From an optimization exercise on the open Yosys and OpenROAD flow, aimed at small area; shortcuts taken in it are not production practice.
In this exercise RTL edits were held to simulation tests only and were not proved equivalent to the original.
The clock port is modelled as an ideal driver; clocking choices that lean on that would not hold on a real chip.
Power figures rest on the tool's default switching activity, not on a simulated workload.

== run a ==
## Decoder
module Decoder(input Clk,
               input rst,
               input High,
               input Low,
               output reg [31:0] Out,
               output reg valid,
               input speed
    );
reg [1:0] High_reg;
reg [1:0] Low_reg;
reg decode_h, decode_l;
reg [8:0] high_cnt, low_cnt;
reg [2:0] flg_h, flg_l;
reg m1_h, m0_h, m1_l, m0_l;
reg [31:0] out_r;
reg dis_reg;
reg [5:0] cnt_v;
reg flg;
reg [3:0] cnt_v_h, cnt_v_l;
always @(posedge Clk) begin
  High_reg <= {High_reg[0], High};
  Low_reg  <= {Low_reg[0], Low};
end
wire cv32 = (cnt_v == 6'd32);
wire h_e37 = (high_cnt == 9'd37), h_e38 = (high_cnt == 9'd38), h_e317 = (high_cnt == 9'd317);
wire l_e37 = (low_cnt == 9'd37),  l_e38 = (low_cnt == 9'd38),  l_e317 = (low_cnt == 9'd317);
wire h_f0 = (flg_h == 3'd0), h_f2 = (flg_h == 3'd2), h_f6 = flg_h[2] & flg_h[1];
wire l_f0 = (flg_l == 3'd0), l_f2 = (flg_l == 3'd2), l_f6 = flg_l[2] & flg_l[1];
wire h_hitG = speed ? h_e37 : h_e317;
wire l_hitG = speed ? l_e37 : l_e317;
wire h_hitD = speed ? (h_f0 ? h_e37 : h_e38) : h_e317;
wire l_hitD = speed ? (l_f0 ? l_e37 : l_e38) : l_e317;
wire h_act = decode_h | cv32;
wire l_act = decode_l | cv32;
wire h_inc = (decode_h & h_hitD) | (cv32 & h_hitG);
wire l_inc = (decode_l & l_hitD) | (cv32 & l_hitG);
wire h_clr = cv32 ? (h_hitG & ~h_f2) : (decode_h & h_hitD);
  ...
For scale: ~300 cells after synthesis, about 38 I/O pins, about 0.0039 mm² of cells after synthesis.
==> flow/config.mk <==
export PLATFORM = sky130hd
export DESIGN_NAME = Decoder
export DESIGN_NICKNAME = Decoder
export VERILOG_FILES = /design/flow/design.v
export SDC_FILE = /design/flow/constraint.sdc
export NUM_CORES = 4
export LEC_CHECK = 0
export CAP_MARGIN = 0
export CORE_MARGIN = 2
export CORE_UTILIZATION = 65
export GPL_TIMING_DRIVEN = 0
export SLEW_MARGIN = 0
==> flow/constraint.sdc <==
create_clock -name core_clock -period 10.0 [get_ports {Clk}]
set_input_delay 2.0000 -clock core_clock [delete_from_list [all_inputs] [get_ports {Clk}]]
set_output_delay 2.0000 -clock core_clock [all_outputs]
set_load 0.01 [all_outputs]
standard.sh (not shown) runs the stock make flow with config.mk's settings and CLKGATE_MAP_FILE= SYNTH_SCRIPT=/design/flow/synth_recipe.tcl, a recipe that flattens the netlist after the stock synthesis.
==> flow/flow/run.sh <==
#!/bin/bash
# Layout flow: the standard.sh (standard synthesis, standard ORFS steps) with these changes:
#  - after the standard synthesis, the combinational logic is re-mapped for area with ABC
#    (flip-flop instances, their names and cell types are kept exactly as synthesised);
#  - port buffers use the smallest buffer cell;
#  - CTS inserts no dummy loads and uses clkbuf_4 buffers; afterwards, leaf clock buffers
#    whose flip-flop clock pins keep a low slew are swapped to clkbuf_2 (flow/post_cts.tcl).
# Each tool's output goes to a log file in the work folder.
set -euo pipefail
W=$(pwd)
CTS="-sink_clustering_enable -repair_clock_nets -dont_use_dummy_load -buf_list sky130_fd_sc_hd__clkbuf_4 -sink_clustering_size 20 -sink_clustering_max_diameter 60"
ARGS=("BUFFER_PORTS_ARGS=-buffer_cell sky130_fd_sc_hd__buf_1" "CTS_ARGS=$CTS" "POST_CTS_TCL=$W/flow/post_cts.tcl")
bash standard.sh "${ARGS[@]}" synth > synth.log 2>&1
R=$W/orfs/results/${FLOW_PLATFORM}/Decoder/base
cp $R/1_2_yosys.v $W/standard_netlist.v
REMAP_LIB=$FLOW_HOME/platforms/sky130hd/lib/sky130_fd_sc_hd__tt_025C_1v80.lib \
REMAP_IN=$W/standard_netlist.v REMAP_OUT=$W/remapped.v REMAP_SCRIPTS="$W/flow/a1.abc $W/flow/a2.abc $W/flow/a3.abc $W/flow/a4.abc $W/flow/a5.abc $W/flow/a6.abc $W/flow/a7.abc $W/flow/a8.abc" \
REMAP_TOP=$FLOW_TOP REMAP_DONT_USE="sky130_fd_sc_hd__lpflow_* sky130_fd_sc_hd__probe*" \
REMAP_STAT=$W/remap_stat.txt yosys -c $W/flow/remap.tcl > remap.log 2>&1
cp $W/remapped.v $R/1_2_yosys.v
rm -f $R/1_synth.odb
bash standard.sh "${ARGS[@]}" finish > flow.log 2>&1
==> flow/flow/a6.abc <==
strash
&get -n
&deepsyn -T 60 -S 3
&put
dch -f
amap
topo
==> flow/flow/a7.abc <==
strash
&get -n
&deepsyn -T 60 -S 4
&put
dch -f
amap
topo
==> flow/flow/a8.abc <==
strash
&get -n
&deepsyn -T 60 -S 5
&put
dch -f
amap
topo
Other scripts of this flow, unchanged in this note and not shown: flow/flow/a1.abc, flow/flow/a2.abc, flow/flow/a3.abc, flow/flow/a4.abc, flow/flow/a5.abc, flow/flow/downsize.tcl, flow/flow/post_cts.tcl, flow/flow/remap.tcl
[inputs] run b vs run a
diff --git a/flow/flow/run.sh b/flow/flow/run.sh
--- a/flow/flow/run.sh
+++ b/flow/flow/run.sh
@@ -16,3 +16,3 @@
 REMAP_LIB=$FLOW_HOME/platforms/sky130hd/lib/sky130_fd_sc_hd__tt_025C_1v80.lib \
-REMAP_IN=$W/standard_netlist.v REMAP_OUT=$W/remapped.v REMAP_SCRIPTS="$W/flow/a1.abc $W/flow/a2.abc $W/flow/a3.abc $W/flow/a4.abc $W/flow/a5.abc $W/flow/a6.abc $W/flow/a7.abc $W/flow/a8.abc" \
+REMAP_IN=$W/standard_netlist.v REMAP_OUT=$W/remapped.v REMAP_SCRIPTS="$W/flow/a1.abc $W/flow/a2.abc $W/flow/a3.abc $W/flow/a4.abc $W/flow/a5.abc" \
 REMAP_TOP=$FLOW_TOP REMAP_DONT_USE="sky130_fd_sc_hd__lpflow_* sky130_fd_sc_hd__probe*" \
diff --git a/flow/config.mk b/flow/config.mk
--- a/flow/config.mk
+++ b/flow/config.mk
@@ -7,6 +7,5 @@
 export LEC_CHECK = 0
-export CAP_MARGIN = 0
+export CAP_MARGIN = 20
 export CORE_MARGIN = 2
-export CORE_UTILIZATION = 65
-export GPL_TIMING_DRIVEN = 0
-export SLEW_MARGIN = 0
+export CORE_UTILIZATION = 75
+export SLEW_MARGIN = 20
removed: flow/flow/a6.abc
removed: flow/flow/a7.abc
removed: flow/flow/a8.abc
Compared with run a, in run b critical path depth went up by 3, post-route total power was more or less identical, clock power was more or less identical, per-cell routed wire length went up by about 5%, first-pass iteration count of the detailed router went up by 1.
Between run a and run b, final cell count increased.
Summary — die span in x, run b relative to run a: lower, by about 6%.
Sort run b and run a by die area, ascending, and run b comes first.
Summed area of non-filler cells in the final layout in run b vs run a: up 0.35%
Run a → run b: aggregate global-route resource usage increased by 3.4 points relative to the old numbers, portion of total power attributed to combinational logic now sits higher.

[re-timing with driven ports]
In the flow no input, the clock included, has a driving cell. The finished layouts below were timed again as built, in two steps.
Step 1 (the two cells are an assumption about what drives the block):
set clk [get_ports {Clk}]
set_driving_cell -lib_cell sky130_fd_sc_hd__clkbuf_16 $clk
set_driving_cell -lib_cell sky130_fd_sc_hd__buf_2 [delete_from_list [all_inputs] $clk]
Step 2 also shifts input and output timing later by t, the mid clock arrival at the registers, as if the neighbouring blocks saw the same clock.
Slacks: ideal / step 1 / step 2; pairs: ideal / step 1.
run | shift t [ns] | setup slack, ns | worst setup path at the end
run a | 0.490 | 6.114 / 6.120 / 5.630 | input to register
run b | 0.479 | 6.276 / 6.276 / 6.226 | input to register
After both steps setup and hold are still met in every run listed. For run a, which loses most, drivers alone change the setup slack by +0.006 ns; drivers and shift together by -0.484 ns.
